Source: an optimization exercise on an open RTL-to-GDS flow (aim: small area and a short achievable clock period). Production flows keep margins and buffers that such runs may drop. The RTL was checked by simulation tests, not by an equivalence proof against the original design. Power is estimated from default activity; no workload was simulated.

<file path="design.v">
module pcout(l, u, t, c, s, take, pc);
    input  [7:0]  l, t;
    input  [21:0] u;
    input         c, s, take;
    output [29:0] pc;
    wire [8:0] ln  = {1'b0, l} + 9'd1;
    wire [7:0] low = take ? t : ln[7:0];
    wire       inc = take ? (c & ~s) : ln[8];
    wire       dec = take & ~c & s;
    wire [21:0] A, Z;
    wire [5:0] ga, gz;             
    genvar g, k;
    generate for (k = 0; k < 6; k = k + 1) begin : grp
        if (k < 5) begin : full
            assign ga[k] = &u[4*k+3:4*k];
            assign gz[k] = ~|u[4*k+3:4*k];
        end else begin : part
            assign ga[k] = &u[21:20];
            assign gz[k] = ~|u[21:20];
        end
    end endgenerate
    generate for (g = 0; g < 22; g = g + 1) begin : chain
        localparam integer G = g / 4;
        localparam integer B = g % 4;
        wire pa = (G == 0) ? 1'b1 : &ga[(G == 0 ? 0 : G - 1):0];
        wire pz = (G == 0) ? 1'b1 : &gz[(G == 0 ? 0 : G - 1):0];
        wire la, lz;
        if (B == 0) begin : b0
            assign la = 1'b1;
            assign lz = 1'b1;
        end else begin : bn
            assign la = &u[g-1:4*G];
            assign lz = ~|u[g-1:4*G];
        end
        assign A[g] = pa & la;
        assign Z[g] = pz & lz;
    end endgenerate
    assign pc = {u ^ (({22{inc}} & A) | ({22{dec}} & Z)), low};
endmodule
module control_unit(vld, o, we, br, use_imm);
    input       vld;           
    input [3:0] o;             
    output      we, br, use_imm;
    assign we = vld & ((~o[3] & ~(o[2] & o[1])) | (o[3] & (o[2] ? ~o[1] : (o[1] | o[0]))));
    assign br = vld & ((~o[3] & o[2] & o[1]) | (o[3] & ~o[2] & ~o[1] & ~o[0]));
    assign use_imm = (~o[3] & ~o[2] & ~o[1] & ~o[0]) | (o[3] & (o[2] | o[1]));
endmodule
module wdec(we, rd, rst, wen);
    input       we, rst;
    input [2:0] rd;
    output [7:0] wen;
    genvar i;
    generate for (i = 0; i < 8; i = i + 1) begin : g
        assign wen[i] = rst | (we & (rd == i));
    end endgenerate
endmodule
module rdmux(s, i0, i1, i2, i3, i4, i5, i6, i7, o);
    input  [2:0] s;
    input  [7:0] i0, i1, i2, i3, i4, i5, i6, i7;
    output [7:0] o;
    wire [7:0] h;
    assign h[0] = ~s[2] & ~s[1] & ~s[0];
    assign h[1] = ~s[2] & ~s[1] &  s[0];
    assign h[2] = ~s[2] &  s[1] & ~s[0];
    assign h[3] = ~s[2] &  s[1] &  s[0];
    assign h[4] =  s[2] & ~s[1] & ~s[0];
    assign h[5] =  s[2] & ~s[1] &  s[0];
    assign h[6] =  s[2] &  s[1] & ~s[0];
    assign h[7] =  s[2] &  s[1] &  s[0];
    assign o = ({8{h[0]}} & i0) | ({8{h[1]}} & i1) | ({8{h[2]}} & i2) | ({8{h[3]}} & i3) |
               ({8{h[4]}} & i4) | ({8{h[5]}} & i5) | ({8{h[6]}} & i6) | ({8{h[7]}} & i7);
endmodule
module mul8lo(a, b, p);
    input  [7:0] a, b;
    output [7:0] p;
    wire pp0_0 = a[0] & b[0];
    wire pp0_1 = a[1] & b[0];
    wire pp0_2 = a[2] & b[0];
    wire pp0_3 = a[3] & b[0];
    wire pp0_4 = a[4] & b[0];
    wire pp0_5 = a[5] & b[0];
    wire pp0_6 = a[6] & b[0];
    wire pp0_7 = a[7] & b[0];
    wire pp1_0 = a[0] & b[1];
    wire pp1_1 = a[1] & b[1];
    wire pp1_2 = a[2] & b[1];
    wire pp1_3 = a[3] & b[1];
    wire pp1_4 = a[4] & b[1];
    wire pp1_5 = a[5] & b[1];
    wire pp1_6 = a[6] & b[1];
    wire pp2_0 = a[0] & b[2];
    wire pp2_1 = a[1] & b[2];
    wire pp2_2 = a[2] & b[2];
    wire pp2_3 = a[3] & b[2];
    wire pp2_4 = a[4] & b[2];
    wire pp2_5 = a[5] & b[2];
    wire pp3_0 = a[0] & b[3];
    wire pp3_1 = a[1] & b[3];
    wire pp3_2 = a[2] & b[3];
    wire pp3_3 = a[3] & b[3];
    wire pp3_4 = a[4] & b[3];
    wire pp4_0 = a[0] & b[4];
    wire pp4_1 = a[1] & b[4];
    wire pp4_2 = a[2] & b[4];
    wire pp4_3 = a[3] & b[4];
    wire pp5_0 = a[0] & b[5];
    wire pp5_1 = a[1] & b[5];
    wire pp5_2 = a[2] & b[5];
    wire pp6_0 = a[0] & b[6];
    wire pp6_1 = a[1] & b[6];
    wire pp7_0 = a[0] & b[7];
    wire s1 = pp0_2 ^ pp1_1 ^ pp2_0;
    wire c2 = (pp0_2 & pp1_1) | (pp2_0 & (pp0_2 ^ pp1_1));
    wire s3 = pp0_3 ^ pp1_2 ^ pp2_1;
    wire c4 = (pp0_3 & pp1_2) | (pp2_1 & (pp0_3 ^ pp1_2));
    wire s5 = pp0_4 ^ pp1_3 ^ pp2_2;
    wire c6 = (pp0_4 & pp1_3) | (pp2_2 & (pp0_4 ^ pp1_3));
    wire s7 = pp3_1 ^ pp4_0;
    wire c8 = pp3_1 & pp4_0;
    wire s9 = pp0_5 ^ pp1_4 ^ pp2_3;
    wire c10 = (pp0_5 & pp1_4) | (pp2_3 & (pp0_5 ^ pp1_4));
    wire s11 = pp3_2 ^ pp4_1 ^ pp5_0;
    wire c12 = (pp3_2 & pp4_1) | (pp5_0 & (pp3_2 ^ pp4_1));
    wire s13 = pp0_6 ^ pp1_5 ^ pp2_4;
    wire c14 = (pp0_6 & pp1_5) | (pp2_4 & (pp0_6 ^ pp1_5));
    wire s15 = pp3_3 ^ pp4_2 ^ pp5_1;
    wire c16 = (pp3_3 & pp4_2) | (pp5_1 & (pp3_3 ^ pp4_2));
    wire s17 = pp0_7 ^ pp1_6 ^ pp2_5;
    wire s19 = pp3_4 ^ pp4_3 ^ pp5_2;
    wire s21 = pp6_1 ^ pp7_0;
    wire s23 = c2 ^ s3 ^ pp3_0;
    wire c24 = (c2 & s3) | (pp3_0 & (c2 ^ s3));
    wire s25 = c4 ^ s5 ^ s7;
    wire c26 = (c4 & s5) | (s7 & (c4 ^ s5));
    wire s27 = c6 ^ c8 ^ s9;
    wire c28 = (c6 & c8) | (s9 & (c6 ^ c8));
    wire s29 = c10 ^ c12 ^ s13;
    wire c30 = (c10 & c12) | (s13 & (c10 ^ c12));
    wire s31 = s15 ^ pp6_0;
    wire c32 = s15 & pp6_0;
    wire s33 = c14 ^ c16 ^ s17;
    wire s35 = s19 ^ s21;
    wire s37 = c26 ^ s27 ^ s11;
    wire c38 = (c26 & s27) | (s11 & (c26 ^ s27));
    wire s39 = c28 ^ s29 ^ s31;
    wire c40 = (c28 & s29) | (s31 & (c28 ^ s29));
    wire s41 = c30 ^ c32 ^ s33;
    wire s43 = c40 ^ s41 ^ s35;
    wire [7:0] ra = {s43, c38, s37, c24, s23, s1, pp0_1, pp0_0};
    wire [7:0] rb = {1'b0, s39, 1'b0, s25, 1'b0, 1'b0, pp1_0, 1'b0};
    assign p = ra + rb;
endmodule
module shifter(d, imm, is_sll, out);
    input  [7:0] d, imm;
    input        is_sll;
    output [7:0] out;
    wire [2:0] n = imm[2:0];
    wire a0 = n[0];
    wire a1 = n[1] ^ (is_sll & n[0]);
    wire a2 = n[2] ^ (is_sll & (n[1] | n[0]));
    wire [7:0] r0 = a0 ? {d[0],  d[7:1]}  : d;
    wire [7:0] r1 = a1 ? {r0[1:0], r0[7:2]} : r0;
    wire [7:0] r2 = a2 ? {r1[3:0], r1[7:4]} : r1;
    wire kill = is_sll ? (imm == 8'd8) : (~imm[7] & (imm[3:0] == 4'd8));
    wire all  = ~is_sll & imm[7] & ~imm[6];
    wire [7:0] keep;
    genvar j;
    generate for (j = 0; j < 8; j = j + 1) begin : m
        assign keep[j] = ~kill & (all | (is_sll ? (n <= j) : (n <= 7 - j)));
    end endgenerate
    wire fill = ~is_sll & ~imm[7] & imm[6] & d[7];
    assign out = (r2 & keep) | ({8{fill}} & ~keep);
endmodule
module alu(o, a, b, br, eq, res, take);
    input  [3:0] o;
    input  [7:0] a, b;
    input        br, eq;
    output [7:0] res;
    output       take;
    wire s_b   = ~o[3] & ~o[2] & ~o[1];             
    wire s_add = ~o[3] & o[1];                      
    wire s_and = ~o[3] & o[2] & ~o[0];              
    wire s_or  = ~o[3] & o[2] & o[0];               
    wire s_mul = o[3] & ~o[2] & ~o[1];              
    wire s_sh  = o[3] & (o[2] | o[1]);              
    wire       sub = o[0];
    wire [7:0] sum = a + (b ^ {8{sub}}) + {7'd0, sub};
    wire [7:0] prod;
    mul8lo u_mul(.a(a), .b(b), .p(prod));
    wire [7:0] shv;
    shifter u_sh(.d(a), .imm(b), .is_sll(o[1] & ~o[0]), .out(shv));
    assign res = ({8{s_b}} & b) | ({8{s_add}} & sum) | ({8{s_and}} & (a & b)) |
                 ({8{s_or}} & (a | b)) | ({8{s_mul}} & prod) | ({8{s_sh}} & shv);
    assign take = br & (o[3] ? ~eq : (o[0] ? eq : 1'b1));
endmodule
module cpu(PC, INSTRUCTION, CLK, RESET);
    input  [31:0] INSTRUCTION;
    input         CLK, RESET;
    output [31:0] PC;
    wire       vld = (INSTRUCTION[31:28] == 4'd0);
    wire [3:0] o   = INSTRUCTION[27:24];
    wire [7:0] off = INSTRUCTION[23:16];
    wire [2:0] rd  = INSTRUCTION[18:16];
    wire [2:0] rt  = INSTRUCTION[10:8];
    wire [2:0] rs  = INSTRUCTION[2:0];
    wire [7:0] imm = INSTRUCTION[7:0];
    reg [7:0] r0, r1, r2, r3, r4, r5, r6, r7;    
    reg [7:0] e_a, e_b;                          
    reg [3:0] e_o;                               
    reg [2:0] e_rd;                              
    reg       e_we, e_br;                        
    reg       e_eq;                              
    reg [7:0] p_l;                               
    reg [21:0] p_u;                              
    reg [7:0] p_t;                               
    reg       p_c, p_s;                          
    wire [7:0] res;
    wire       take;
    alu u_alu(.o(e_o), .a(e_a), .b(e_b), .br(e_br), .eq(e_eq), .res(res), .take(take));
    wire [7:0] wen;
    wdec u_wdec(.we(e_we), .rd(e_rd), .rst(RESET), .wen(wen));
    wire [7:0] wd = res & {8{~RESET}};
    always @(posedge CLK) begin
        if (wen[0]) r0 <= wd;
        if (wen[1]) r1 <= wd;
        if (wen[2]) r2 <= wd;
        if (wen[3]) r3 <= wd;
        if (wen[4]) r4 <= wd;
        if (wen[5]) r5 <= wd;
        if (wen[6]) r6 <= wd;
        if (wen[7]) r7 <= wd;
    end
    wire [29:0] pc;
    pcout u_pc(.l(p_l), .u(p_u), .t(p_t), .c(p_c), .s(p_s), .take(take), .pc(pc));
    assign PC = {pc, 2'b00};
    wire [8:0] tsum = {1'b0, pc[7:0]} + {1'b0, off} + 9'd1;
    always @(posedge CLK) begin
        p_l <= pc[7:0] | {8{RESET}};
        p_u <= pc[29:8] | {22{RESET}};
        p_t <= tsum[7:0];
        p_c <= tsum[8];
        p_s <= off[7];
    end
    wire [7:0] q1, q2;
    rdmux rm1(.s(rt), .i0(r0), .i1(r1), .i2(r2), .i3(r3), .i4(r4), .i5(r5), .i6(r6), .i7(r7), .o(q1));
    rdmux rm2(.s(rs), .i0(r0), .i1(r1), .i2(r2), .i3(r3), .i4(r4), .i5(r5), .i6(r6), .i7(r7), .o(q2));
    wire f1 = e_we & (e_rd == rt);
    wire f2 = e_we & (e_rd == rs);
    wire [7:0] d1 = f1 ? res : q1;
    wire [7:0] d2 = f2 ? res : q2;
    wire we, br, use_imm;
    control_unit u_cu(.vld(vld), .o(o), .we(we), .br(br), .use_imm(use_imm));
    always @(posedge CLK) begin
        e_a  <= d1;
        e_b  <= use_imm ? imm : d2;
        e_o  <= o;
        e_rd <= rd;
        e_we <= we & ~RESET;
        e_br <= br & ~RESET;
        e_eq <= (d1 == d2);
    end
endmodule
</file>
<file path="flow/run.sh">
#!/bin/bash
# Standard ORFS layout (the standard.sh) with: plain buf_1 port buffers,
# a lighter clock tree (no dummy loads), and a tighter setup repair target.
export BUFFER_PORTS_ARGS="-buffer_cell sky130_fd_sc_hd__buf_1"
export CTS_ARGS="-sink_clustering_enable -repair_clock_nets -buf_list sky130_fd_sc_hd__clkbuf_8 -root_buf sky130_fd_sc_hd__clkbuf_8 -sink_clustering_size 20 -dont_use_dummy_load"
bash standard.sh SETUP_SLACK_MARGIN=6.5  finish > standard.log 2>&1
</file>
<file path="standard.sh">
#!/bin/bash
# synth_recipe.tcl (not shown) runs the flow's synth.tcl, then flattens the netlist and writes it again
# the make line also repeats each setting of config.mk as NAME=value (left out here)
make -C /OpenROAD-flow-scripts/flow DESIGN_CONFIG=/design/flow/config.mk WORK_HOME=/design/flow/orfs CLKGATE_MAP_FILE= SYNTH_SCRIPT=/design/flow/synth_recipe.tcl "${@:-finish}"
</file>
<file path="config.mk">
export PLATFORM = sky130hd
export DESIGN_NAME = cpu
export DESIGN_NICKNAME = cpu
export VERILOG_FILES = /design/flow/design.v
export SDC_FILE = /design/flow/constraint.sdc
export NUM_CORES = 4
export LEC_CHECK = 0
export ABC_AREA = 1
export CAP_MARGIN = 20
export CORE_MARGIN = 2
export CORE_UTILIZATION = 40
export SETUP_SLACK_MARGIN = 4.5
export SLEW_MARGIN = 20
</file>
<file path="constraint.sdc">
create_clock -name core_clock -period 11.0 [get_ports {CLK}]
set_input_delay 2.2000 -clock core_clock [delete_from_list [all_inputs] [get_ports {CLK}]]
set_output_delay 2.2000 -clock core_clock [all_outputs]
set_load 0.01 [all_outputs]
</file>
==> results of run 1 <==
==> synth_stat cells, types with 3 or more instances <==
| library cell | instances |
|---|---|
| nand2_1 | 272 |
| inv_1 | 190 |
| nand3_1 | 126 |
| nor2_1 | 88 |
| dfxtp_1 | 66 |
| edfxtp_1 | 64 |
| o22ai_1 | 48 |
| a21oi_1 | 44 |
| o21ai_0 | 42 |
| xor2_1 | 29 |
| ha_1 | 23 |
| or2_2 | 22 |
| nand4_1 | 17 |
| fa_1 | 15 |
| a221oi_1 | 12 |
| clkbuf_1 | 10 |
| nand3b_1 | 10 |
| buf_2 | 9 |
| inv_2 | 9 |
| nand2_2 | 7 |
| o31ai_1 | 7 |
| xnor2_1 | 7 |
| a211oi_1 | 6 |
| buf_4 | 5 |
| nor3_1 | 5 |
| a31oi_1 | 3 |
| o211ai_1 | 3 |
==> per-layer routing <==
metal | track usage (%) | up-vias | wire [um]
li1 | - | 4056 | -
met1 | 29.8 | 3825 | 11200
met2 | 34.8 | 267 | 11200
met3 | 5.06 | 57 | 1600
met4 | 8.46 | 0 | 652
met5 | 0 | - | 0
==> metrics by stage <==
step | instance area, sq um | worst slack (ns) | power (W) | hold WS (ns) | utilization, %
2_1_floorplan | 8610 | 7.14 | 0.00122 | 0.438 | -
3_3_place_gp | 9100 | 6.41 | 0.00141 | 0.441 | 43.2
3_5_place_dp | 9100 | 6.40 | 0.00142 | 0.449 | 43.2
4_1_cts | 9560 | 6.45 | 0.00176 | 0.464 | 45.3
5_1_grt | 9870 | 6.39 | 0.00197 | 0.488 | 46.8
6_report | 9870 | 6.55 | 0.00182 | 0.464 | 46.8
==> final timing paths <==
| check | end | cells after the start | slack [ns] |
|---|---|---|---|
| max | PC[31] | 13 | 6.55 |
| min | p_l[4] | 2 | 0.46 |
| max reg2reg | e_eq | 21 | 7.00 |
| min reg2reg | p_l[4] | 2 | 0.46 |
==> critical path: stages, from the launching register on <==
cell,delay (ns)
dfxtp_2,0.35
inv_4,0.05
nor3_4,0.18
nand2_2,0.09
inv_2,0.09
nand2_4,0.06
inv_2,0.07
nand3_2,0.09
inv_2,0.08
nand4_1,0.11
nand3b_1,0.21
nand2_2,0.09
xor2_2,0.16
buf_4,0.15
==> where the power goes <==
part	total (W)	switching (W)	internal, W
Sequential	0.000691	0.0000784	0.000613
Combinational	0.000836	0.000515	0.000320
Clock	0.000297	0.000162	0.000135
==> timing repair <==
action | CTS | global route
buffers inserted | 12 | 17
gates resized for setup | 46 | 54
gates cloned | 1 | 1
setup endpoints to repair | 22 | 23
pin swaps | 14 | 19
==> kinds of logic (layout without fill, tap and decap cells) <==
group / after synthesis / count (layout) / synth area share, %
fa+ha+maj: 38 / 38 / 6.83
simple gates: 558 / 559 / 28.9
buf+inv: 226 / 314 / 10.3
xor+xnor: 36 / 36 / 3.66
flops: 130 / 130 / 37.7
other cells: 1 / 2 / 0.0436
compound gates: 180 / 180 / 12.6
==> layout make-up <==
| class | instances | area (sq um) | share of cell area [%] |
|---|---|---|---|
| clock buffer | 17 | 234 | 2.37 |
| inverter | 201 | 782 | 7.93 |
| multi-input combinational | 815 | 4710 | 47.8 |
| sequential | 130 | 3260 | 33.0 |
| tap | 275 | 344 | 3.49 |
| timing repair buffer | 95 | 527 | 5.34 |
| timing repair inverter | 1 | 6.26 | 0.0634 |
==> notes.md, run 1 <==
largest net degree at the start of global routing 26; Max Root-Sink Buffers 2; number of flip-flops in the largest register 22; # port buffers 58; grt ovf 0; # fillers 2133; area grow syn2layout 14.7%; CP Capture Type primary output; required time worst endpoint a little under 9 ns; post-DR wirelength/cell around 16 um; Netlist Area Pre-Place 0.00860 sq mm; top_reg_cell synth dfxtp_1; Tot GR Track Use 22.2%; Post-Synthesis Cells 1169; Arrival @ worst endpoint ~2.3 ns; Detailed Route Iter0 Violations 586; fin. max-slew vios 0; Distinct cells, synth 47; Final TNS setup 0 ns; reg2reg start e_b[0]; clk slew on worst S/H paths 0.07 ns; Die W 151 um; final wirelength approximately 25000 um; Starting Density 40.8%; share of cells above drive strength 1 13.2%; FP Rows 53; CP max FO 4; CP Class reg -> out; Final Hold Viols 0; root buf cell clkbuf_8; Clock Sinks 130; Cells after DPL between 1k and 1.5k; commonest non-fill, non-tap cell in the layout nand2_1; clock latency on the worst-skew pair 0.46 ns; Vias 8205; max cap viols 0; initial antenna violation count 0; ANT cells 0; Synth area leaders edfxtp_1 (22%), dfxtp_1 (15%), nand2_1 (12%); Detailed Place HPWL 17900 um; final setup skew 0.0427 ns; Post-synth EDFFs 64; Final Critical Period between 4 and 5 ns; Seq/Total Area, Yosys 37.7%; RSZ-0062 raised after global routing yes; worst-margin pin slew 1.07 ns; drt first pass iters 5; Chip Height roughly 150 um; CTS buffer count 17; share of the synthesized area in the top cell type 22.3%; Core Area 0.0211 sq mm; nets between 1k and 1.5k; run status complete, no violations; Peak supply drop 0.000106 V; Synth Area per Inst roughly 7.4 sq um; CP startpoint p_u[1]; first-pass GRT wire length roughly 39000 um; vias in the first global route 7702; DRC 0; gp weighted congestion approximately 0.9; CTS H-tree depth 4; CTS tree done; Final Cycle Share 40.5%; P per Cell Area 185 mW/mm^2; Rel. slew slack between 20% and 30%; Yosys reg bits 130; worst hold path type reg -> reg; post-route insts no fill 1534; Setup Viol. Count Final 0; num ports 66; yosys warns 1; P_leak 4.71 nW; Critical Path Start Type flip-flop; Post-CTS Hold Fix Bufs 0; Biggest register p_u; hold_sp p_t[4]; Antenna Nets Post-Route 0; vias per cell 5.35; fmax roughly 0.22 GHz; Die ar. 0.0227 sq mm; Async SR Flop Fraction 0%; most frequent cells in the layout nand2_1 (265), inv_1 (180), nand3_1 (123); Synth area leader edfxtp_1
==> inputs of run 2 (changes only) <==
==> flow/run.sh (replaced) <==
#!/bin/bash
# Standard ORFS layout (the standard.sh) with: plain buf_1 port buffers,
# a lighter clock tree (clkbuf_8, no dummy loads), and a tighter setup repair target.
export BUFFER_PORTS_ARGS="-buffer_cell sky130_fd_sc_hd__buf_1"
export CTS_ARGS="-sink_clustering_enable -repair_clock_nets -buf_list sky130_fd_sc_hd__clkbuf_8 -root_buf sky130_fd_sc_hd__clkbuf_8 -sink_clustering_size 20 -dont_use_dummy_load"
bash standard.sh SETUP_SLACK_MARGIN=7  finish > standard.log 2>&1
==> run 2 against run 1 <==
Net effect: synthesized cell count unchanged; setup slack worse by 0.020 ns; register-to-register slack better by 0.29 ns; cell area grew 8.0%; final cell count up 3.1%; clock-buffer cell count did not move; synthesized area stayed put; core utilization up 3.7 points; critical endpoint unchanged; largest cell class unchanged; largest power group unchanged.
==> notes.md, run 2 <==
DRC 0; CTS H-tree depth 4; P per Cell Area 180 mW/mm^2; total power approximately 0.0019 W; Netlist Area Pre-Place 0.00860 sq mm; Tot GR Track Use 22.8%; hold_sp p_t[4]; crit-path cells inv_4 > nor3_4 > nand2_2 > inv_4 > nand2_4 > inv_2 > nand3_2 > inv_2 > nand4_1 > nand3b_1 > nand2_2 > xor2_2 > buf_4; clk slew on worst S/H paths 0.07 ns; Max Root-Sink Buffers 2; Internal roughly 0.0011 W; worst hold path type reg -> reg; Setup Viol. Count Final 0; Critical Path Start Type flip-flop; share of the synthesized area in the top cell type approximately 22%; met3 GRT Util 5.12%; # port buffers 58; Vias 8501; root buf cell clkbuf_8; M1 GR Usage between 30% and 40%; Peak supply drop 0.000127 V; most common cell in the netlist nand2_1; switching pwr 0.000796 W; post-DR wirelength/cell 16.5 um; Detailed Route Iter0 Violations 563; Core Area 0.0211 sq mm; CP max FO 4; required time worst endpoint 8.80 ns; final setup skew 0.0369 ns; fin. max-slew vios 0; Yosys reg bits 130; commonest non-fill, non-tap cell in the layout nand2_1; Chip Height 151 um; gp weighted congestion 0.901; Post-CTS Hold Fix Bufs 0; final worst setup slack 6.53 ns; reg-to-reg endpoint r3[7]; area grow syn2layout 23.8%; Post-Synthesis Cells 1169; Detailed Place HPWL 17900 um; Starting Density 40.8%; drt first pass iters 8; Largest stage delay, worst path between 0.3 and 0.4 ns; post-route insts no fill between 1.5k and 2k; Final Hold Viols 0; CTS tree done; vias per cell around 5.4; vias in the first global route 7910; Post-synth EDFFs 64; Synth area leaders edfxtp_1 (22%), dfxtp_1 (15%), nand2_1 (12%); nets 1380; yosys warns 1; run status complete, no violations; Seq/Total Area, Yosys 37.7%; worst-margin pin slew 1.11 ns; P_leak 5.08 nW; RSZ-0062 raised after global routing yes; Synth area leader edfxtp_1; Rel. slew slack 25.6%; top cell types by occurrence after synthesis nand2_1 (272), inv_1 (190), nand3_1 (126); CP Capture Type primary output; CP startpoint p_u[1]; Buf+Inv Stages, Crit Path 5; ANT cells 0; max cap viols 0; Async SR Flop Fraction 0%; num ports 66; Clk network pwr share between 10% and 20%; clock latency on the worst-skew pair between 0.4 and 0.5 ns; Clock Sinks 130; Largest delay share family, worst path simple AND/OR/NAND/NOR gates; pre-CTS setup slack about 6.4 ns; most frequent cells in the layout nand2_1 (254), inv_1 (182), nand3_1 (114); Synth Area per Inst 7.36 sq um; R2R Setup Slk 7.29 ns; FP Rows 53; Arrival @ worst endpoint 2.27 ns; top_reg_cell synth dfxtp_1; # fillers 2054; WHS Path Cells 2; switching share of power 41.5%; GR peak layer met2; Die ar. roughly 0.023 sq mm; Cells after DPL 1486; Biggest register p_u; reg2reg start e_b[0]; Sequential Power Share between 30% and 40%; first-pass GRT wire length 39900 um; largest net degree at the start of global routing 26; number of flip-flops in the largest register 22; Gate power share 48.3%; worst hold path endpoint p_l[4]; share of cells above drive strength 1 between 20% and 30%; FF-to-FF path depth 18; critical path's slowest cell dfxtp_2; Final Cycle Share 40.7%; Final TNS setup 0 ns; Distinct cells, synth 47; met2 usage 36.1%; grt ovf 0; final wirelength 26100 um; CTS buffer count 17; fmax ~0.22 GHz; initial antenna violation count 0; Antenna Nets Post-Route 0; Final Critical Period approximately 4.5 ns; CP Class reg -> out; Die W 151 um
[run 2: cell counts after synthesis]
No cell type changed its count.
[run 2: kinds of logic (layout without fill, tap and decap cells)]
logic type,after synthesis,count (layout),share of synthesized area (%)
and+or+nand+nor,558,559,28.9
buffers and inverters,226,361,10.3
AOI/OAI and AO/OA,180,180,12.6
DFF,130,130,37.7
adders and majority gates,38,38,6.83
xor gates and xnor gates,36,36,3.66
other,1,2,0.0436
[run 2: how the worst max path moves through the flow]
| stage | to | slack (ns) | depth (start not counted) |
|---|---|---|---|
| final | PC[31] | 6.53 | 13 |
| after global routing | PC[31] | 6.37 | 9 |
| after CTS | PC[31] | 6.51 | 9 |
| after detailed placement | PC[29] | 6.40 | 11 |
| after global placement | PC[29] | 6.41 | 11 |
| after floorplan | PC[31] | 7.14 | 12 |
[run 2: metrics by stage]
stage	area, sq um	util [%]	hold slack [ns]
6_report	10700	50.5	0.462
4_1_cts	9930	47.1	0.464
3_5_place_dp	9100	43.2	0.449
5_1_grt	10700	50.5	0.487
3_3_place_gp	9100	43.2	0.441
2_1_floorplan	8610	-	0.438
[run 2: cell type report]
class	instances	area (sq um)	area share (%)
repair inverters	1	7.51	0.0705
inverters	201	778	7.31
well taps	275	344	3.23
multi-input cells	815	4960	46.5
flip-flops and latches	130	3290	30.9
clock buffers	17	234	2.20
repair buffers	142	1040	9.80
[run 2: timing repair]
| action | in CTS | in global routing |
|---|---|---|
| resized for setup | 108 | 105 |
| endpoints found under the setup margin | 45 | 48 |
| gates cloned | 2 | 2 |
| setup buffers | 34 | 40 |
| pin swaps | 29 | 33 |
[run 2: power groups by stage]
stage	logic, W	clock network, W	registers, W
2_1_floorplan	0.000561	0	0.000660
3_3_place_gp	0.000720	0	0.000690
3_5_place_dp	0.000726	0	0.000691
4_1_cts	0.000821	0.000304	0.000686
5_1_grt	0.00104	0.000321	0.000702
6_report	0.000927	0.000298	0.000693
[run 2: routing by layer]
layer  vias up  wire, um
li1       4147         -
met1      3998     11600
met2       299     12100
met3        57      1820
met4         0       625
met5         -         0
[run 2: worst reg2reg max path, cell delays in order (launching register included)]
cell and delay (ns):
dfxtp_4 0.35, buf_12 0.14, nand2_1 0.07, inv_1 0.08, fa_2 0.41, fa_1 0.54
inv_1 0.05, fa_1 0.49, inv_1 0.04, ha_1 0.30, nand3_1 0.09, nand2_1 0.07
nand3b_1 0.18, nand3_1 0.09, nand2_1 0.07, nand2_2 0.11, nand3_2 0.11, nand2_1 0.09
inv_1 0.15
==> inputs of run 3 (changes only) <==
--- a/flow/run.sh
+++ b/flow/run.sh
@@ -4,3 +4,3 @@
 export BUFFER_PORTS_ARGS="-buffer_cell sky130_fd_sc_hd__buf_1"
 export CTS_ARGS="-sink_clustering_enable -repair_clock_nets -buf_list sky130_fd_sc_hd__clkbuf_8 -root_buf sky130_fd_sc_hd__clkbuf_8 -sink_clustering_size 20 -dont_use_dummy_load"
-bash standard.sh SETUP_SLACK_MARGIN=7  finish > standard.log 2>&1
+bash standard.sh SETUP_SLACK_MARGIN=6  finish > standard.log 2>&1
==> run 3 against run 2 <==
Net effect: clock skew rose by 0.0047 ns; clock-buffer cell count did not move; largest cell class unchanged; first-iteration DRC count rose by 16%; still clean; fmax fell by 5.4%; highest routed layer unchanged.
==> notes.md, run 3 <==
clock latency on the worst-skew pair 0.46 ns; Async SR Flop Fraction 0%; Detailed Place HPWL 17900 um; vias per cell 5.33; vias in the first global route roughly 7.6k; Biggest register p_u; Antenna Nets Post-Route 0; Critical Path Start Type flip-flop; commonest non-fill, non-tap cell in the layout nand2_1; Chip Height 151 um; Tot GR Track Use 21.9%; P_leak between 4 and 5 nW; drt first pass iters 5; Die ar. 0.0227 sq mm; worst-margin pin slew 1.09 ns; gp weighted congestion 0.901; Setup Viol. Count Final 0; clk slew on worst S/H paths 0.06 ns; Seq/Total Area, Yosys 37.7%; top_reg_cell synth dfxtp_1; CTS buffer count 17; Clock Sinks 130; Synth area leaders edfxtp_1 (22%), dfxtp_1 (15%), nand2_1 (12%); fmax ~0.21 GHz; first-pass GRT wire length between 30000 and 40000 um; Rel. slew slack 27.0%; Netlist Area Pre-Place 0.00860 sq mm; Final Critical Period around 4.7 ns; CTS tree done; most common cell in the netlist nand2_1; Final Cycle Share 43.0%; Final Instance Area 0.00937 sq mm; root buf cell clkbuf_8; worst hold path type reg -> reg; share of cells above drive strength 1 ~6.2%; CP Class reg -> out; Detailed Route Iter0 Violations 653; Final TNS setup 0 ns; Synth Area per Inst 7.36 sq um; Post-Synthesis Cells 1169; Max Root-Sink Buffers 2; pre-CTS setup slack 6.40 ns; P per Cell Area 183 mW/mm^2; placed cell area 0.00910 sq mm; FP Rows 53; Synth area leader edfxtp_1; num ports 66; multi-input logic area 0.00450 sq mm; Post-CTS Hold Fix Bufs 0; initial antenna violation count 0; Vias 8021; ANT cells 0; Yosys reg bits 130; CP Capture Type primary output; share of the synthesized area in the top cell type 22.3%; run status complete, no violations; fin. max-slew vios 0; # port buffers 58; Starting Density between 40% and 50%; Final Hold Viols 0; Peak supply drop approximately 0.00011 V; post-DR wirelength/cell between 15 and 20 um; # fillers 2195; required time worst endpoint 8.80 ns; final worst setup slack 6.27 ns; yosys warns 1; final setup skew 0.0416 ns; grt ovf 0; most frequent cells in the layout nand2_1 (271), inv_1 (189), nand3_1 (126); area grow syn2layout 8.87%; CP max FO 17; number of flip-flops in the largest register 22; DRC 0; final wirelength 23800 um; final core area utilization 44.4%; nets 1304; top cell types by occurrence after synthesis nand2_1 (272), inv_1 (190), nand3_1 (126); CTS H-tree depth 4; Die W around 150 um; Distinct cells, synth 47; Post-synth EDFFs 64; RSZ-0062 raised after global routing no; largest net degree at the start of global routing 26; Arrival @ worst endpoint 2.53 ns; register area 0.00324 sq mm; max cap viols 0; Core Area 0.0211 sq mm
==> run 3: cell counts after synthesis <==
Identical to the previous run, type by type.
==> run 3: layer usage <==
metal	GRT usage (%)	share of wire [%]	vias up
li1	-	-	3990
met1	29.7	46	3724
met2	34.3	45	255
met3	4.85	6.2	52
met4	8.04	2.5	0
met5	0	0	-
==> run 3: logic make-up after synthesis <==
logic type               Yosys count  synth area share, %
AND/OR/NAND/NOR                  558                 28.9
XOR/XNOR                          36                 3.66
buffers and inverters            226                 10.3
AO/OA/AOI/OAI                    180                 12.6
other                              1               0.0436
adder cells (fa/ha/maj)           38                 6.83
flip-flops                       130                 37.7
==> run 3: final timing paths <==
| path | startpoint | end | slack (ns) | cells after the start |
|---|---|---|---|---|
| setup / recovery | e_o[0] | PC[11] | 6.27 | 12 |
| hold reg to reg | p_t[4] | p_l[4] | 0.46 | 2 |
| hold / removal | p_t[4] | p_l[4] | 0.46 | 2 |
| setup reg to reg | e_b[2] | e_eq | 6.82 | 20 |
==> run 3: per-stage QoR <==
step                total power (W)  hold slack [ns]  instances
finish                      0.00171            0.464       1505
floorplan                   0.00122            0.438       1170
detailed placement          0.00142            0.449       1486
global route                0.00186            0.488       1505
CTS                         0.00172            0.464       1503
global placement            0.00141            0.441       1486
==> run 3: where the power goes <==
| group | switching (W) | internal (W) |
|---|---|---|
| combinational | 0.000472 | 0.000260 |
| clock | 0.000161 | 0.000135 |
| sequential | 0.0000717 | 0.000611 |
| total | 0.000705 | 0.00101 |
==> run 3: repair_timing <==
item,CTS,global route
setup buffers,0,2
gates resized for setup,1,4
pin swaps,0,1
endpoints found under the hold margin,0,0
setup endpoints to repair,7,13
==> run 3: worst max-delay path: stages, from the launching register on <==
cell and delay, ns:
dfxtp_1 0.30, buf_4 0.26, nand2_1 0.14, nand2_4 0.16
inv_2 0.11, o21ai_1 0.11, nand2_2 0.15, buf_4 0.18
nor2_1 0.12, a21oi_1 0.07, or2_2 0.30, nand2_1 0.06
buf_1 0.14
==> run 3: area by class of cell <==
type                       count  area share (%)
clock buffer                  17            2.50
inverter                     201            8.08
multi-input combinational    814            48.0
sequential                   130            34.6
tap                          275            3.67
timing repair buffer          68            3.14
==> inputs of run 4 (changes only) <==
--- a/flow/run.sh
+++ b/flow/run.sh
@@ -4,3 +4,3 @@
 export BUFFER_PORTS_ARGS="-buffer_cell sky130_fd_sc_hd__buf_1"
 export CTS_ARGS="-sink_clustering_enable -repair_clock_nets -buf_list sky130_fd_sc_hd__clkbuf_8 -root_buf sky130_fd_sc_hd__clkbuf_8 -sink_clustering_size 20 -dont_use_dummy_load"
-bash standard.sh SETUP_SLACK_MARGIN=6  finish > standard.log 2>&1
+bash standard.sh SETUP_SLACK_MARGIN=6.5 TNS_END_PERCENT=0 finish > standard.log 2>&1
==> run 4 against run 3 <==
Net effect: cell area rose by 3.0%; largest power group unchanged; register-to-register slack hardly changed; core utilization increased by 1.3 points.
==> notes.md, run 4 <==
run status complete, no violations; ANT cells 0; final setup skew 0.0434 ns; Final Cycle Share ~40%; Clock Sinks 130; Detailed Route Iter0 Violations around 580; commonest non-fill, non-tap cell in the layout nand2_1; Largest delay share family, worst path buffers and inverters; num ports 66; Post-CTS Hold Fix Bufs 0; switching pwr 0.000735 W; worst-margin pin slew between 1 and 1.5 ns; Critical Path Start Type flip-flop; fmax about 0.22 GHz; RSZ-0062 raised after global routing yes; Detailed Place HPWL 17900 um; Yosys reg bits 130; Final Instance Area a little under 0.01 sq mm; share of cells above drive strength 1 between 10% and 20%; first-pass GRT wire length between 30000 and 40000 um; Biggest register p_u; cell mode on critical path nand2_4; vias in the first global route approximately 7.7k; required time worst endpoint between 8 and 9 ns; nets 1317; Max Root-Sink Buffers 2; Starting Density 40.8%; CTS tree done; CTS buffer count 17; initial antenna violation count 0; Core Area roughly 0.021 sq mm; largest net degree at the start of global routing 26; Synth area leaders edfxtp_1 (22%), dfxtp_1 (15%), nand2_1 (12%); most frequent cells in the layout nand2_1 (267), inv_1 (182), nand3_1 (124); area grow syn2layout 12.1%; crit-path cells buf_12 > nand2_1 > nand2_4 > inv_6 > o21ai_2 > nand2_4 > o32ai_2 > xor2_1 > buf_2; P per Cell Area 184 mW/mm^2; Sequential Power Share 38.7%; Post-synth EDFFs 64; Clk network pwr share 16.7%; Async SR Flop Fraction 0%; Chip Height 151 um; Distinct cells, synth 47; placed cell area 0.00910 sq mm; number of flip-flops in the largest register 22; Final TNS setup 0 ns; post-DR wirelength/cell 15.9 um; final wirelength around 24000 um; Synth area leader edfxtp_1; Gate power share between 40 and 50%; top cell types by occurrence after synthesis nand2_1 (272), inv_1 (190), nand3_1 (126); drt first pass iters 5; vias per cell 5.33; share of the synthesized area in the top cell type 22.3%; critical path's slowest cell dfxtp_1; Synth Area per Inst roughly 7.4 sq um; root buf cell clkbuf_8; top_reg_cell synth dfxtp_1; clk slew on worst S/H paths roughly 0.060 ns; Internal roughly 0.0010 W; grt ovf 0; max cap viols 0; P_leak between 4 and 5 nW; Final Hold Viols 0; Seq/Total Area, Yosys 37.7%; clock latency on the worst-skew pair 0.46 ns; final worst setup slack around 6.5 ns; Tot GR Track Use ~22%; Largest stage delay, worst path 0.35 ns; # port buffers 58; Peak supply drop 0.000111 V; Setup Viol. Count Final 0; CP max FO 17; gp weighted congestion 0.901; Die W around 150 um; worst hold path type reg -> reg; pre-CTS setup slack 6.40 ns; Netlist Area Pre-Place 0.00860 sq mm; yosys warns 1; DRC 0; CP Capture Type primary output; Rel. slew slack 28.3%; Post-Synthesis Cells 1169; Buf+Inv Stages, Crit Path 3; CP Class reg -> out; Antenna Nets Post-Route 0; most common cell in the netlist nand2_1; Arrival @ worst endpoint around 2.3 ns; fin. max-slew vios 0; switching share of power 41.3%; CTS H-tree depth 4; Vias a little over 8k; Die ar. 0.0227 sq mm; FP Rows 53; Final Critical Period 4.45 ns
-- run 4: routing by layer --
layer  global-route usage (%)  share of wire [%]
met5                        0                  0
met4                     8.32                2.4
met3                     5.03                6.6
met2                     34.8                 45
met1                     29.8                 46
-- run 4: cell families (layout without fill, tap and decap cells) --
kind of cell	after synthesis	after routing	share of synthesized area (%)
AND/OR/NAND/NOR	558	559	28.9
buffers and inverters	226	298	10.3
AO/OA/AOI/OAI	180	180	12.6
flip-flops	130	130	37.7
adder cells (fa/ha/maj)	38	38	6.83
XOR/XNOR	36	36	3.66
other	1	2	0.0436
-- run 4: path summary, 6_finish.rpt --
| kind | start | end | slack, ns | cells after the start |
|---|---|---|---|---|
| max | e_o[0] | PC[24] | 6.55 | 9 |
| min | p_t[4] | p_l[4] | 0.46 | 2 |
| max reg2reg | e_b[2] | e_eq | 6.83 | 20 |
| min reg2reg | p_t[4] | p_l[4] | 0.46 | 2 |
-- run 4: power by group through the flow --
stage               combinational (W)  clock (W)  sequential (W)
floorplan                    0.000561          0        0.000660
global placement             0.000720          0        0.000690
detailed placement           0.000726          0        0.000691
CTS                          0.000766   0.000304        0.000683
global route                 0.000908   0.000321        0.000697
finish                       0.000794   0.000297        0.000688
-- run 4: worst reg2reg max path, stage by stage (launching register included) --
cell and delay, ns:
dfxtp_1 0.79, nand2_1 0.15, fa_1 0.50, inv_1 0.05, fa_1 0.47, inv_1 0.05, fa_1 0.49, inv_1 0.04
ha_1 0.30, nand3_1 0.09, nand2_1 0.07, nand3b_1 0.18, nand3_1 0.09, nand2_1 0.07, nand2_1 0.13, nand3_1 0.14
nand2_1 0.11, nand2_1 0.10, nand2_1 0.07, nand3_1 0.11, nor2_1 0.11
-- run 4: timing repair --
| action | in CTS | in global routing |
|---|---|---|
| endpoints found under the setup margin | 22 | 23 |
| pin swaps | 10 | 13 |
| resized for setup | 30 | 35 |
| buffers inserted | 9 | 5 |
| gates cloned | 1 | 0 |
-- run 4: layout make-up --
| cell class | count | area (sq um) |
|---|---|---|
| flip-flops and latches | 130 | 3250 |
| multi-input cells | 815 | 4640 |
| fillers | 2164 | 11400 |
| repair buffers | 80 | 409 |
| inverters | 201 | 772 |
| clock buffers | 17 | 234 |
| well taps | 275 | 344 |
-- run 4: per-stage QoR --
stage          hold WS (ns)  total power [W]  instances  util (%)
2_1_floorplan         0.438          0.00122       1170         -
3_3_place_gp          0.441          0.00141       1486      43.2
3_5_place_dp          0.449          0.00142       1486      43.2
4_1_cts               0.464          0.00175       1513      45.1
5_1_grt               0.488          0.00193       1518      45.7
6_report              0.463          0.00178       1518      45.7
==> inputs of run 5 (changes only) <==
--- a/flow/run.sh
+++ b/flow/run.sh
@@ -4,3 +4,3 @@
 export BUFFER_PORTS_ARGS="-buffer_cell sky130_fd_sc_hd__buf_1"
 export CTS_ARGS="-sink_clustering_enable -repair_clock_nets -buf_list sky130_fd_sc_hd__clkbuf_8 -root_buf sky130_fd_sc_hd__clkbuf_8 -sink_clustering_size 20 -dont_use_dummy_load"
-bash standard.sh SETUP_SLACK_MARGIN=6.5 TNS_END_PERCENT=0 finish > standard.log 2>&1
+bash standard.sh SETUP_SLACK_MARGIN=7 TNS_END_PERCENT=5 finish > standard.log 2>&1
==> run 5 against run 4 <==
Net effect: combinational power is 3.3% higher; fmax decreased by 0.58%; cell area increased by 1.4%; first-iteration DRC count shrank 6.9%; largest power group unchanged; routed wire length rose by 1.4%; hold slack improved by 0.00056 ns.
==> notes.md, run 5 <==
run status complete, no violations; met2 usage 34.9%; top cell types by occurrence after synthesis nand2_1 (272), inv_1 (190), nand3_1 (126); num ports 66; final worst setup slack approximately 6.5 ns; P per Cell Area 185 mW/mm^2; Final Instance Area approximately 0.01 sq mm; Post-Synthesis Cells 1169; Distinct cells, synth 47; Async SR Flop Fraction 0%; CP max FO 17; commonest non-fill, non-tap cell in the layout nand2_1; R2R Setup Slk between 6 and 7 ns; largest net degree at the start of global routing 26; Biggest register p_u; vias per cell 5.33; Post-CTS Hold Fix Bufs 0; nets approximately 1.3k; Final Cycle Share slightly above 40%; yosys warns 1; Die W 151 um; hold_sp p_t[4]; CTS buffer count 17; Antenna Nets Post-Route 0; Synth Area per Inst roughly 7.4 sq um; Netlist Area Pre-Place 0.00860 sq mm; grt ovf 0; CP Class reg -> out; worst hold path type reg -> reg; Chip Height about 150 um; GR peak layer met2; share of the synthesized area in the top cell type between 20 and 25%; worst-margin pin slew 1.06 ns; Seq/Total Area, Yosys 37.7%; Starting Density 40.8%; vias in the first global route 7725; share of cells above drive strength 1 between 10% and 20%; Core Area 0.0211 sq mm; RSZ-0062 raised after global routing yes; Max Root-Sink Buffers 2; fin. max-slew vios 0; CTS tree done; required time worst endpoint 8.80 ns; top_reg_cell synth dfxtp_1; reg-to-reg endpoint e_eq; worst hold path endpoint p_l[4]; Hold Worst Slack around 0.46 ns; root buf cell clkbuf_8; M1 GR Usage 29.9%; Arrival @ worst endpoint 2.28 ns; P_leak 4.69 nW; clock latency on the worst-skew pair 0.46 ns; max cap viols 0; Die ar. 0.0227 sq mm; # port buffers 58; Clock Sinks 130; final setup skew slightly above 0.04 ns; number of flip-flops in the largest register 22; post-DR wirelength/cell 16.0 um; Tot GR Track Use 22.2%; FP Rows 53; ANT cells 0; gp weighted congestion between 0.9 and 1; FF-to-FF path depth 20; fmax 0.223 GHz; Synth area leader edfxtp_1; Final TNS setup 0 ns; Synth area leaders edfxtp_1 (22%), dfxtp_1 (15%), nand2_1 (12%); Peak supply drop 0.000111 V; first-pass GRT wire length 39000 um; WHS Path Cells 2; reg2reg start e_b[2]; Vias 8160; CP Capture Type primary output; initial antenna violation count 0; CTS H-tree depth 4; Final Critical Period 4.48 ns; Rel. slew slack 28.6%; Critical Path Start Type flip-flop; pre-CTS setup slack 6.40 ns; Post-synth EDFFs 64; final wirelength 24500 um; DRC 0; most common cell in the netlist nand2_1; Detailed Route Iter0 Violations 542; clk slew on worst S/H paths 0.06 ns; Detailed Place HPWL ~18000 um; drt first pass iters 5; Setup Viol. Count Final 0; Yosys reg bits 130; most frequent cells in the layout nand2_1 (264), inv_1 (182), nand3_1 (123); Final Hold Viols 0; area grow syn2layout 13.7%; placed cell area 0.00910 sq mm; met3 GRT Util between 5 and 6%
==> run 5: cell types whose count changed in the layout (fill, tap and decap cells not counted), moves of 3 or more <==
cell and delta:
nand2_2 +3, dfxtp_2 +4, dfxtp_1 -4, nand2_1 -3, buf_4 +12
==> run 5: power by group <==
| group | switching, W | internal [W] |
|---|---|---|
| Clock | 0.000161 | 0.000135 |
| Combinational | 0.000508 | 0.000312 |
| Sequential | 0.0000773 | 0.000613 |
==> run 5: area by class of cell <==
cell class / instances / area (sq um)
flip-flops and latches: 130 / 3250
inverters: 201 / 772
repair buffers: 92 / 499
clock buffers: 17 / 234
multi-input cells: 815 / 4670
repair inverters: 1 / 7.51
well taps: 275 / 344
fillers: 2142 / 11300
==> run 5: how the worst max path moves through the flow <==
stage                start  endpoint  slack (ns)  depth (start not counted)
floorplan           p_u[0]    PC[31]        7.14                         12
global placement    e_o[0]    PC[29]        6.41                         11
detailed placement  e_o[0]    PC[29]        6.40                         11
CTS                 e_o[0]    PC[15]        6.47                         12
global route        p_l[1]    PC[14]        6.40                         14
finish              e_o[0]    PC[17]        6.52                         10
==> run 5: through the flow <==
step	cells	power [W]	utilization (%)
2_1_floorplan	1170	0.00122	-
3_3_place_gp	1486	0.00141	43.2
3_5_place_dp	1486	0.00142	43.2
4_1_cts	1521	0.00176	45.5
5_1_grt	1531	0.00196	46.4
6_report	1531	0.00181	46.4
==> run 5: kinds of logic after synthesis <==
kind of cell    synth area share, %
xor+xnor                       3.66
simple gates                   28.9
fa+ha+maj                      6.83
buf+inv                        10.3
flops                          37.7
other cells                  0.0436
compound gates                 12.6
==> run 5: what timing repair did <==
| item | 4_1_cts | 5_1_grt |
|---|---|---|
| buffers inserted | 16 | 10 |
| resized for setup | 41 | 36 |
| pin swaps | 13 | 14 |
| endpoints found under the setup margin | 45 | 48 |
| gates cloned | 2 | 0 |
==> run 5: layer usage <==
metal	wire, um	share of wire (%)
met4	576	2.4
met3	1860	7.6
met1	10900	44
met2	11200	46
met5	0	0
==> run 5: worst max-delay path: stages (launching register included) <==
cell	delay, ns
dfxtp_1	0.32
buf_12	0.16
nand2_2	0.09
nand2_4	0.10
buf_4	0.18
nor2_4	0.14
buf_4	0.16
nand4_1	0.10
o21ai_1	0.18
xor2_1	0.24
clkbuf_2	0.18
==> inputs of run 6 (changes only) <==
--- a/flow/run.sh
+++ b/flow/run.sh
@@ -4,3 +4,3 @@
 export BUFFER_PORTS_ARGS="-buffer_cell sky130_fd_sc_hd__buf_1"
 export CTS_ARGS="-sink_clustering_enable -repair_clock_nets -buf_list sky130_fd_sc_hd__clkbuf_8 -root_buf sky130_fd_sc_hd__clkbuf_8 -sink_clustering_size 20 -dont_use_dummy_load"
-bash standard.sh SETUP_SLACK_MARGIN=7 TNS_END_PERCENT=5 finish > standard.log 2>&1
+bash standard.sh SETUP_SLACK_MARGIN=6 TNS_END_PERCENT=0 finish > standard.log 2>&1
==> run 6 against run 5 <==
Net effect: routed wire length fell by 2.6%; synthesized cell count stayed put; power down 5.3%; first-iteration DRC count up 14%; synthesized area did not move; register-to-register slack better by 0.02 ns; die area did not move; largest power group unchanged; largest cell class unchanged; setup slack got worse by 0.31 ns.
==> notes.md, run 6 <==
Starting Density 40.8%; pre-CTS setup slack approximately 6.4 ns; Max Root-Sink Buffers 2; Die W 151 um; CP Class reg -> out; Final Hold Viols 0; number of flip-flops in the largest register 22; Vias 8025; share of the synthesized area in the top cell type roughly 22%; WHS Path Cells 2; max cap viols 0; fin. max-slew vios 0; Hold Worst Slack 0.464 ns; Post-synth EDFFs between 60 and 70; grt ovf 0; ANT cells 0; R2R Setup Slk 6.85 ns; clock latency on the worst-skew pair between 0.4 and 0.5 ns; clk slew on worst S/H paths 0.06 ns; Final Cycle Share about 44%; nets 1304; FF-to-FF path depth 20; Rel. slew slack 28.5%; Yosys reg bits 130; vias in the first global route approximately 7.6k; yosys warns 1; num ports 66; Clock Sinks 130; P_leak 4.48 nW; Core Area 0.0211 sq mm; largest net degree at the start of global routing 26; hold_sp p_t[4]; Setup Viol. Count Final 0; Post-Synthesis Cells 1169; most frequent cells in the layout nand2_1 (271), inv_1 (189), nand3_1 (126); first-pass GRT wire length approximately 38000 um; Seq/Total Area, Yosys 37.7%; CP Capture Type primary output; RSZ-0062 raised after global routing yes; # port buffers 58; final worst setup slack 6.21 ns; Antenna Nets Post-Route 0; post-route insts no fill 1505; Synth Area per Inst 7.36 sq um; Synth area leader edfxtp_1; top cell types by occurrence after synthesis nand2_1 (272), inv_1 (190), nand3_1 (126); Critical Path Start Type flip-flop; Biggest register p_u; fmax 0.209 GHz; FP Rows 53; final wirelength ~24000 um; area grow syn2layout 8.80%; Chip Height 151 um; CTS buffer count 17; Netlist Area Pre-Place between 0.008 and 0.009 sq mm; share of cells above drive strength 1 6.10%; most common cell in the netlist nand2_1; drt first pass iters 5; required time worst endpoint slightly below 9 ns; Detailed Place HPWL 17900 um; # fillers around 2.2k; run status complete, no violations; root buf cell clkbuf_8; register area ~0.0032 sq mm; Synth area leaders edfxtp_1 (22%), dfxtp_1 (15%), nand2_1 (12%); Detailed Route Iter0 Violations about 620; final setup skew 0.0386 ns; Arrival @ worst endpoint 2.59 ns; Distinct cells, synth 47; Die ar. between 0.02 and 0.025 sq mm; worst-margin pin slew 1.07 ns; multi-input logic area 0.00449 sq mm; reg2reg start e_b[2]; worst hold path endpoint p_l[4]; commonest non-fill, non-tap cell in the layout nand2_1; CTS tree done; CTS H-tree depth 4; Final TNS setup 0 ns; Final Critical Period 4.79 ns; Cells after DPL 1486; post-DR wirelength/cell approximately 16 um; CP max FO 17; worst hold path type reg -> reg; Tot GR Track Use 21.9%; vias per cell 5.33; initial antenna violation count 0; top_reg_cell synth dfxtp_1; Async SR Flop Fraction 0%; gp weighted congestion 0.901; DRC 0; Peak supply drop ~0.00011 V; reg-to-reg endpoint e_eq; P per Cell Area 183 mW/mm^2
run 6: cell counts after synthesis:
No cell type changed its count.
run 6: per-stage QoR:
stage          power [W]  util (%)  instance area (sq um)
2_1_floorplan    0.00122         -                   8610
3_3_place_gp     0.00141      43.2                   9100
3_5_place_dp     0.00142      43.2                   9100
4_1_cts          0.00172      44.3                   9340
5_1_grt          0.00186      44.4                   9360
6_report         0.00171      44.4                   9360
run 6: worst max-delay path by stage:
| stage | from | end | slack (ns) | depth (start not counted) |
|---|---|---|---|---|
| final | e_o[0] | PC[11] | 6.21 | 12 |
| after global routing | e_o[0] | PC[11] | 5.99 | 12 |
| after CTS | e_o[0] | PC[29] | 6.03 | 8 |
| after detailed placement | e_o[0] | PC[29] | 6.40 | 11 |
| after global placement | e_o[0] | PC[29] | 6.41 | 11 |
| after floorplan | p_u[0] | PC[31] | 7.14 | 12 |
run 6: worst max-delay path, cell delays in order, from the launching register on:
cell,delay [ns]
dfxtp_1,0.30
buf_4,0.26
nand2_1,0.11
nand2_2,0.21
inv_2,0.14
o21ai_1,0.12
nand2_2,0.15
buf_4,0.18
nor2_1,0.12
a21oi_1,0.07
or2_2,0.30
nand2_1,0.06
buf_1,0.14
run 6: power by group:
part	switching, W	total [W]	internal [W]
Sequential	0.0000719	0.000683	0.000612
Combinational	0.000472	0.000732	0.000260
Clock	0.000160	0.000295	0.000135
Total	0.000704	0.00171	0.00101
run 6: final cells by class:
class	instances	area share, %
tap	275	3.68
timing repair buffer	68	3.13
clock buffer	17	2.50
sequential	130	34.6
inverter	201	8.09
multi-input combinational	814	48.0
run 6: repair_timing:
action / CTS / global route
endpoints found under the setup margin: 7 / 13
setup buffers: 0 / 2
pin swaps: 0 / 1
gates resized for setup: 1 / 2
hold buffers: 0 / 0
run 6: kinds of logic after synthesis:
logic type	synth area share (%)
adder cells (fa/ha/maj)	6.83
buffers and inverters	10.3
XOR/XNOR	3.66
AND/OR/NAND/NOR	28.9
other	0.0436
flip-flops	37.7
AO/OA/AOI/OAI	12.6
run 6: metal layers:
layer / vias up / part of all wire (%) / track usage (%)
met2: 296 / 45 / 34.3
li1: 3989 / - / -
met3: 45 / 7.4 / 4.85
met4: 0 / 2.2 / 8.04
met1: 3695 / 46 / 29.7
met5: - / 0 / 0
==> inputs of run 7 (changes only) <==
--- a/flow/run.sh
+++ b/flow/run.sh
@@ -4,3 +4,3 @@
 export BUFFER_PORTS_ARGS="-buffer_cell sky130_fd_sc_hd__buf_1"
 export CTS_ARGS="-sink_clustering_enable -repair_clock_nets -buf_list sky130_fd_sc_hd__clkbuf_8 -root_buf sky130_fd_sc_hd__clkbuf_8 -sink_clustering_size 20 -dont_use_dummy_load"
-bash standard.sh SETUP_SLACK_MARGIN=6 TNS_END_PERCENT=0 finish > standard.log 2>&1
+bash standard.sh SETUP_SLACK_MARGIN=6.25 TNS_END_PERCENT=0 finish > standard.log 2>&1
==> run 7 against run 6 <==
Net effect: still clean; final cell count up 0.33%; clock-buffer cell count stayed put; via count increased by 0.40%; sequential power hardly changed; core utilization rose by 0.40 points; first-iteration DRC count fell by 1.9%; cell area is 0.90% higher; die area unchanged; global-route usage barely moved.
==> notes.md, run 7 <==
CTS H-tree depth 4; Die W 151 um; Netlist Area Pre-Place 0.00860 sq mm; Antenna Nets Post-Route 0; vias in the first global route 7597; most common cell in the netlist nand2_1; Vias 8057; run status complete, no violations; Arrival @ worst endpoint roughly 2.4 ns; Clock Sinks 130; CTS buffer count 17; Tot GR Track Use 21.9%; worst-margin pin slew 1.05 ns; commonest non-fill, non-tap cell in the layout nand2_1; total power roughly 0.0017 W; clk slew on worst S/H paths 0.07 ns; FF-to-FF path depth 20; final setup skew between 0.04 and 0.05 ns; Final TNS setup 0 ns; Final Critical Period 4.58 ns; share of cells above drive strength 1 7.37%; Core Area 0.0211 sq mm; RSZ-0062 raised after global routing yes; nets 1309; grt ovf 0; Critical Path Start Type flip-flop; initial antenna violation count 0; Hold Worst Slack 0.463 ns; Biggest register p_u; Rel. slew slack 29.4%; area grow syn2layout 9.77%; Final Instance Area 0.00945 sq mm; CP Class reg -> out; Detailed Place HPWL 17900 um; Yosys reg bits 130; DR WL met3 roughly 1700 um; Final Hold Viols 0; Peak supply drop 0.000111 V; CP max FO 4; Synth area leader edfxtp_1; number of flip-flops in the largest register 22; clock latency on the worst-skew pair 0.46 ns; CTS tree done; drt first pass iters 5; post-route insts no fill 1510; required time worst endpoint around 8.8 ns; Synth area leaders edfxtp_1 (22%), dfxtp_1 (15%), nand2_1 (12%); Detailed Route Iter0 Violations roughly 600; Seq/Total Area, Yosys 37.7%; root buf cell clkbuf_8; ANT cells 0; vias per cell roughly 5.3; FP Rows 53; Synth Area per Inst about 7.4 sq um; placed cell area about 0.009 sq mm; top sig layer met4; Cells after DPL 1486; max cap viols 0; final wirelength 23900 um; Distinct cells, synth 47; fmax 0.218 GHz; most frequent cells in the layout nand2_1 (271), inv_1 (187), nand3_1 (126); num ports 66; met2 wire length 10700 um; WHS Path Cells 2; Async SR Flop Fraction 0%; largest net degree at the start of global routing 26; first-pass GRT wire length 38400 um; post-DR wirelength/cell between 15 and 20 um; Chip Height ~150 um; Die ar. about 0.023 sq mm; gp weighted congestion 0.901; P_leak 4.52 nW; share of the synthesized area in the top cell type 22.3%; # port buffers 58; WL met1 10900 um; DRC 0; Max Root-Sink Buffers 2; yosys warns 1; P per Cell Area 182 mW/mm^2; worst hold path type reg -> reg; Post-Synthesis Cells 1169; Setup Viol. Count Final 0; CP Capture Type primary output; Final Cycle Share 41.6%; top_reg_cell synth dfxtp_1; top cell types by occurrence after synthesis nand2_1 (272), inv_1 (190), nand3_1 (126); fin. max-slew vios 0; Post-synth EDFFs 64; Starting Density 40.8%; # fillers 2190
## run 7: cells by family (layout without fill, tap and decap cells)
logic type               Yosys count  count (layout)  share of synthesized area (%)
AND/OR/NAND/NOR                  558             559                           28.9
adder cells (fa/ha/maj)           38              38                           6.83
other                              1               2                         0.0436
flip-flops                       130             130                           37.7
buffers and inverters            226             290                           10.3
XOR/XNOR                          36              36                           3.66
AO/OA/AOI/OAI                    180             180                           12.6
## run 7: stage by stage
stage	utilization (%)	setup WS [ns]
3_3_place_gp	43.2	6.41
5_1_grt	44.8	6.17
4_1_cts	44.4	6.25
2_1_floorplan	-	7.14
6_report	44.8	6.42
3_5_place_dp	43.2	6.40
## run 7: worst max-delay path, cell delays in order, from the launching register on
cell	delay [ns]
dfxtp_1	0.37
inv_1	0.10
nor3_2	0.18
nand2_1	0.11
inv_2	0.08
nand2_2	0.07
inv_1	0.09
nand3_1	0.11
inv_2	0.10
nand4_1	0.10
nand3b_1	0.19
nand2_1	0.12
xor2_2	0.16
buf_2	0.17
## run 7: repair_timing
action | CTS | global route
pin swaps | 0 | 5
gates cloned | 0 | 1
gates resized for setup | 6 | 15
hold buffers | 0 | 0
setup endpoints to repair | 17 | 19
buffers inserted | 0 | 6
## run 7: area by class of cell
type / instances / area (sq um) / share of cell area (%)
Tap cell: 275 / 344 / 3.64
Clock buffer: 17 / 234 / 2.48
Timing Repair Buffer: 72 / 329 / 3.48
Multi-Input combinational cell: 815 / 4530 / 48.0
Sequential cell: 130 / 3240 / 34.3
Inverter: 201 / 759 / 8.04
## run 7: layer usage
layer	track usage, %	vias up
li1	-	3999
met2	34.3	307
met3	4.85	53
met4	8.04	0
met1	29.7	3698
met5	0	-
## run 7: final timing paths
kind / start / endpoint / slack, ns
max: p_u[1] / PC[31] / 6.42
min: p_t[4] / p_l[4] / 0.46
max reg2reg: e_b[2] / e_eq / 6.82
min reg2reg: p_t[4] / p_l[4] / 0.46
## run 7: where the power goes
group | switching (W) | leakage, nW | internal, W | total (W)
Sequential | 0.0000723 | 1.20 | 0.000612 | 0.000684
Combinational | 0.000479 | 3.19 | 0.000264 | 0.000743
Clock | 0.000161 | 0.122 | 0.000135 | 0.000296
==> inputs of run 8 (changes only) <==
--- a/flow/run.sh
+++ b/flow/run.sh
@@ -4,3 +4,3 @@
 export BUFFER_PORTS_ARGS="-buffer_cell sky130_fd_sc_hd__buf_1"
 export CTS_ARGS="-sink_clustering_enable -repair_clock_nets -buf_list sky130_fd_sc_hd__clkbuf_8 -root_buf sky130_fd_sc_hd__clkbuf_8 -sink_clustering_size 20 -dont_use_dummy_load"
-bash standard.sh SETUP_SLACK_MARGIN=6.25 TNS_END_PERCENT=0 finish > standard.log 2>&1
+bash standard.sh SETUP_SLACK_MARGIN=6.5 TNS_END_PERCENT=5 finish > standard.log 2>&1
==> run 8 against run 7 <==
Net effect: setup slack improved by 0.13 ns; routed wire length rose by 0.93%; hold slack about the same; die area unchanged; critical path type unchanged; largest power group unchanged.
==> notes.md, run 8 <==
run status complete, no violations; CP Class reg -> out; Distinct cells, synth 47; CTS H-tree depth 4; clk slew on worst S/H paths 0.06 ns; Peak supply drop between 0.0001 and 0.00015 V; CP startpoint e_o[0]; post-DR wirelength/cell ~16 um; P_leak 4.61 nW; most frequent cells in the layout nand2_1 (267), inv_1 (182), nand3_1 (124); multiplexer share of the synthesized area 0%; Starting Density 40.8%; clock latency on the worst-skew pair 0.46 ns; Final Cycle Share 40.5%; Netlist Area Pre-Place roughly 0.0086 sq mm; first-pass GRT wire length 38900 um; P per Cell Area 184 mW/mm^2; CTS buffer count 17; Post-CTS Hold Fix Bufs 0; fin. max-slew vios 0; register area between 0.003 and 0.004 sq mm; M1 GR Usage 29.8%; simple logic cell fraction of the synthesized area between 20 and 30%; largest family of logic cells by synthesized area simple AND/OR/NAND/NOR gates; Critical Path Start Type flip-flop; multi-input logic area 0.00464 sq mm; num ports 66; Synth Area per Inst between 7 and 8 sq um; Yosys reg bits between 100 and 150; vias per cell 5.33; share of the synthesized area in the top cell type between 20% and 30%; grt ovf 0; post-route insts no fill 1518; Biggest register p_u; Seq/Total Area, Yosys 37.7%; reg2reg start e_b[2]; worst hold path type reg -> reg; hold_sp p_t[4]; Die W around 150 um; nets 1317; Chip Height ~150 um; Post-Synth XOR/XNOR Area 3.66%; Post-synth EDFFs 64; number of flip-flops in the largest register 22; worst-margin pin slew 1.07 ns; # port buffers between 50 and 60; Setup Viol. Count Final 0; drt first pass iters 5; Async SR Flop Fraction 0%; # fillers 2164; Die ar. 0.0227 sq mm; fmax 0.225 GHz; area grow syn2layout 12.1%; most common cell in the netlist nand2_1; Detailed Place HPWL 17900 um; Core Area roughly 0.021 sq mm; Final Critical Period 4.45 ns; root buf cell clkbuf_8; Clock Sinks 130; Rel. slew slack 28.3%; CP max FO 17; ANT cells 0; vias in the first global route 7695; top_reg_cell synth dfxtp_1; Vias 8085; Synth Area in Compound Gates 12.6%; Tot GR Track Use 22.1%; required time worst endpoint 8.80 ns; Cells after DPL ~1.5k; final wirelength ~24000 um; DRC 0; Synth area leader edfxtp_1; yosys warns 1; CP Capture Type primary output; Max Root-Sink Buffers 2; gp weighted congestion 0.901; Antenna Nets Post-Route 0; Final TNS setup 0 ns; Post-Synthesis Cells 1169; Arrival @ worst endpoint 2.25 ns; max cap viols 0; commonest non-fill, non-tap cell in the layout nand2_1; Detailed Route Iter0 Violations 582; met2 usage between 30% and 40%; RSZ-0062 raised after global routing yes; share of cells above drive strength 1 around 10%; Final Hold Viols 0; CTS tree done; GR peak layer met2; top cell types by occurrence after synthesis nand2_1 (272), inv_1 (190), nand3_1 (126); final setup skew 0.0434 ns; post-synthesis adder-cell area fraction 6.83%; Synth area leaders edfxtp_1 (22%), dfxtp_1 (15%), nand2_1 (12%); largest net degree at the start of global routing 26; met3 GRT Util 5.03%; FP Rows 53; initial antenna violation count 0
-- run 8: cell counts after synthesis --
Identical to the previous run, type by type.
-- run 8: path summary, 6_finish.rpt --
check | slack, ns | endpoint | cells after the start
worst max-delay path | 6.55 | PC[24] | 9
worst min-delay path | 0.46 | p_l[4] | 2
worst max register to register | 6.83 | e_eq | 20
worst min register to register | 0.46 | p_l[4] | 2
-- run 8: cell type report --
type	instances	share of cell area, %
Multi-Input combinational cell	815	48.1
Tap cell	275	3.57
Timing Repair Buffer	80	4.24
Clock buffer	17	2.43
Inverter	201	8.00
Sequential cell	130	33.7
-- run 8: per-layer routing --
| layer | wire length (um) | vias up |
|---|---|---|
| met3 | 1610 | 51 |
| met4 | 589 | 0 |
| met1 | 11000 | 3743 |
| met5 | 0 | - |
| met2 | 10900 | 277 |
| li1 | - | 4014 |
-- run 8: power breakdown --
| part | switching (W) | total (W) | internal [W] |
|---|---|---|---|
| sequential | 0.0000757 | 0.000688 | 0.000612 |
| clock | 0.000161 | 0.000297 | 0.000135 |
| combinational | 0.000498 | 0.000794 | 0.000296 |
| total | 0.000735 | 0.00178 | 0.00104 |
-- run 8: cell families after synthesis --
group	count (synthesis)
other cells	1
xor+xnor	36
buf+inv	226
flops	130
compound gates	180
simple gates	558
fa+ha+maj	38
-- run 8: repair_timing --
item | in CTS | in global routing
gates resized for setup | 30 | 35
pin swaps | 10 | 13
setup buffers | 9 | 5
endpoints found under the setup margin | 22 | 23
gates cloned | 1 | 0
-- run 8: critical path, cell delays in order (launching register included) --
cell and delay [ns]:
dfxtp_1 0.35, buf_12 0.17, nand2_1 0.10, nand2_4 0.16, inv_6 0.07, o21ai_2 0.10
nand2_4 0.13, o32ai_2 0.30, xor2_1 0.26, buf_2 0.18
-- run 8: through the flow --
stage                     util (%)  total power, W  area [sq um]  worst slack (ns)  hold slack (ns)
after floorplan                  -         0.00122          8610              7.14            0.438
after global placement        43.2         0.00141          9100              6.41            0.441
after detailed placement      43.2         0.00142          9100              6.40            0.449
after CTS                     45.1         0.00175          9510              6.44            0.464
after global routing          45.7         0.00193          9650              6.36            0.488
final                         45.7         0.00178          9650              6.55            0.463

==> static timing again, ports no longer ideal <==
How much do the figures lean on ideal ports? The routed layouts below were timed once more, with nothing changed but the port constraints.
Step 1, drivers: a clkbuf_16 drives CLK and a buf_2 each remaining input, both assumed.
Step 2, shift: input delay + t, output delay - t, t = (earliest + latest rising clock arrival at the registers) / 2. This alone moves slack from input paths to output paths.
Slacks: ideal ports / drivers / drivers and shift; pairs: ideal ports / drivers.
run	shift t [ns]	setup slack, ns	worst data-port slew with drivers (ns)
run 1	0.477	6.547 / 6.509 / 6.383	0.05
run 2	0.483	6.527 / 6.485 / 6.671	0.05
run 3	0.475	6.271 / 6.232 / 6.389	0.05
run 4	0.477	6.548 / 6.509 / 6.387	0.05
run 5	0.474	6.522 / 6.483 / 6.394	0.05
run 6	0.474	6.212 / 6.172 / 6.385	0.05
run 7	0.477	6.420 / 6.380 / 6.385	0.05
run 8	0.477	6.548 / 6.509 / 6.387	0.05
After both steps every run listed still meets setup and hold. For run 1, which loses most, drivers alone change the setup slack by -0.038 ns; drivers and shift together by -0.164 ns.
